Source: an optimization exercise on an open RTL-to-GDS flow (aim: small area and few clock cycles). Production flows keep margins and buffers that such runs may drop.

Design data_pipe_nto1, start of the top module:
module data_pipe_nto1 #(
    parameter   DSIZE   = 8,
    parameter   NSIZE   = 8
)(
    input                           clock,
    input                           rst_n,
    input [DSIZE*NSIZE-1:0]         wr_data,
    input                           wr_vld,
    output logic                    wr_ready,
    output logic[DSIZE-1:0]         rd_data,
    output logic                    rd_vld,
    input                           rd_ready
);
localparam CW = 3;    
logic [CW-1:0]              cnt;
logic [DSIZE*(NSIZE-1)-1:0] st;
logic                       empty;
logic                       fire;
logic [NSIZE-1:0]           oh;
logic [DSIZE*NSIZE-1:0]     bytes;
assign empty    = oh[0];
assign wr_ready = empty && rd_ready && rst_n;
assign rd_vld   = !empty || (wr_vld && wr_ready);
assign fire     = rd_vld && rd_ready;
genvar K;
generate for (K = 0; K < NSIZE; K++) begin : g_oh
    assign oh[K] = (K & 4 ? cnt[2] : !cnt[2]) && (K & 2 ? cnt[1] : !cnt[1]) && (K & 1 ? cnt[0] : !cnt[0]);
    if (K == 0) begin : g_pass
        assign bytes[DSIZE*K +: DSIZE] = wr_data[DSIZE*NSIZE-1 -: DSIZE];
    end else begin : g_st
        assign bytes[DSIZE*K +: DSIZE] = st[DSIZE*(NSIZE-K)-1 -: DSIZE];
    end
end endgenerate
byte_sel #(.DSIZE(DSIZE), .NSIZE(NSIZE)) u_sel (
    .oh     (oh),
    .din    (bytes),
    .dout   (rd_data)
);
always @(posedge clock, negedge rst_n)
    if (!rst_n)     cnt <= {CW{1'b0}};
    else            cnt <= {cnt[2] ^ (fire && cnt[1] && cnt[0]),
  ...
Size in the first run: ~170 cells after synthesis.
==> module data_pipe_nto1, before the edit <==
module data_pipe_nto1 #(
    parameter   DSIZE   = 8,
    parameter   NSIZE   = 8
)(
    input                           clock,
    input                           rst_n,
    input [DSIZE*NSIZE-1:0]         wr_data,
    input                           wr_vld,
    output logic                    wr_ready,
    output logic[DSIZE-1:0]         rd_data,
    output logic                    rd_vld,
    input                           rd_ready
);
localparam CW = 3;    
logic [CW-1:0]              cnt;
logic [DSIZE*(NSIZE-1)-1:0] st;
logic                       empty;
logic                       fire;
logic [NSIZE-1:0]           oh;
logic [DSIZE*NSIZE-1:0]     bytes;
assign empty    = oh[0];
assign wr_ready = empty && rd_ready && rst_n;
assign rd_vld   = !empty || (wr_vld && wr_ready);
assign fire     = rd_vld && rd_ready;
genvar K;
generate for (K = 0; K < NSIZE; K++) begin : g_oh
    assign oh[K] = (K & 4 ? cnt[2] : !cnt[2]) && (K & 2 ? cnt[1] : !cnt[1]) && (K & 1 ? cnt[0] : !cnt[0]);
    if (K == 0) begin : g_pass
        assign bytes[DSIZE*K +: DSIZE] = wr_data[DSIZE*NSIZE-1 -: DSIZE];
    end else begin : g_st
        assign bytes[DSIZE*K +: DSIZE] = st[DSIZE*(NSIZE-K)-1 -: DSIZE];
    end
end endgenerate
byte_sel #(.DSIZE(DSIZE), .NSIZE(NSIZE)) u_sel (
    .oh     (oh),
    .din    (bytes),
    .dout   (rd_data)
);
always @(posedge clock, negedge rst_n)
    if (!rst_n)     cnt <= {CW{1'b0}};
    else            cnt <= {cnt[2] ^ (fire && cnt[1] && cnt[0]),
                            cnt[1] ^ (fire && cnt[0]),
                            cnt[0] ^ fire};
logic                       ld, hd;
logic [DSIZE*(NSIZE-1)-1:0] st_nxt;
assign ld = empty;
assign hd = !empty;
generate for (K = 0; K < DSIZE*(NSIZE-1); K++) begin : g_hold
    ao22 u_hold (.a(wr_data[K]), .sa(ld), .b(st[K]), .sb(hd), .y(st_nxt[K]));
end endgenerate
always @(posedge clock)
    st <= st_nxt;
endmodule
==> module ao22, before the edit <==
module ao22 (
    input   a, sa, b, sb,
    output  y
);
assign y = (a && sa) || (b && sb);
endmodule
==> flow/config.mk <==
export PLATFORM = sky130hd
export DESIGN_NAME = data_pipe_nto1
export DESIGN_NICKNAME = data_pipe_nto1
export VERILOG_FILES = /design/flow/design.v
export SDC_FILE = /design/flow/constraint.sdc
export NUM_CORES = 4
export LEC_CHECK = 0
export CAP_MARGIN = 20
export CORE_MARGIN = 2
export CORE_UTILIZATION = 40
export PLACE_DENSITY = 0.6
export SLEW_MARGIN = 20
export SYNTH_HIERARCHICAL = 1
==> flow/constraint.sdc <==
create_clock -name core_clock -period 5.0 [get_ports {clock}]
set_input_delay 1.0000 -clock core_clock [delete_from_list [all_inputs] [get_ports {clock}]]
set_output_delay 1.0000 -clock core_clock [all_outputs]
set_load 0.01 [all_outputs]
standard.sh (not shown) runs the stock make flow with config.mk's settings and CLKGATE_MAP_FILE= SYNTH_SCRIPT=/design/flow/synth_recipe.tcl, a recipe that flattens the netlist after the stock synthesis.
==> flow/flow/run.sh <==
#!/bin/bash
export BUFFER_PORTS_ARGS="-buffer_cell sky130_fd_sc_hd__buf_1"
export CTS_ARGS="-sink_clustering_enable -repair_clock_nets -dont_use_dummy_load -sink_clustering_size 32 -sink_clustering_max_diameter 200 -sink_clustering_levels 1 -buf_list sky130_fd_sc_hd__clkbuf_4 -root_buf sky130_fd_sc_hd__clkbuf_4"
bash standard.sh > standard.log 2>&1
Then changed:
--- a/flow/design.v
+++ b/flow/design.v
@@ -304,15 +304,8 @@
     else            cnt <= {cnt[2] ^ (fire && cnt[1] && cnt[0]),
                             cnt[1] ^ (fire && cnt[0]),
                             cnt[0] ^ fire};
-logic                       ld, hd;
-logic [DSIZE*(NSIZE-1)-1:0] st_nxt;
-assign ld = empty;
-assign hd = !empty;
-generate for (K = 0; K < DSIZE*(NSIZE-1); K++) begin : g_hold
-    ao22 u_hold (.a(wr_data[K]), .sa(ld), .b(st[K]), .sb(hd), .y(st_nxt[K]));
-end endgenerate
 always @(posedge clock)
-    st <= st_nxt;
+    if (empty) st <= wr_data[DSIZE*(NSIZE-1)-1:0];
 endmodule
 module byte_sel #(
     parameter   DSIZE   = 8,
@@ -341,9 +334,3 @@
 );
 assign y = !((a && sa) || (b && sb) || (c && sc));
 endmodule
-module ao22 (
-    input   a, sa, b, sb,
-    output  y
-);
-assign y = (a && sa) || (b && sb);
-endmodule
=> The changed run completed without violations; hold slack is better by 0.015 ns; sequential share of layout area came out higher by 20 points; synthesized cell count came out lower by 33%; setup slack is worse by 0.056 ns; synthesized area came out higher by 3.3%.
No run of this note included a check of the RTL's function; only the layout flow was run.

port drivers added, routing unchanged:
In the flow no input, the clock included, has a driving cell. The finished layouts below were timed again as built, in two steps.
Step 1: set_driving_cell puts a clkbuf_16 on clock and a buf_2 on each other input, an assumption about the parent block.
Step 2 adds t to the input delays and takes it off the output delays; t is the mean of the earliest and latest rising clock arrival at the registers after step 1. Input paths then give back, and output paths get back, about the clock's delay inside the block.
Slacks: no drivers / after step 1 / after step 2; pairs: no drivers / after step 1.
| run | t, ns | slack for setup (ns) | latest minus earliest clock arrival (ns) | pins driven straight from the clock port |
|---|---|---|---|---|
| the first run | 0.386 | 1.613 / 1.589 / 1.975 | 0.034 / 0.034 | 1 |
| the second run | 0.394 | 1.557 / 1.533 / 1.928 | 0.053 / 0.053 | 1 |
After both steps setup and hold are still met in every run listed.
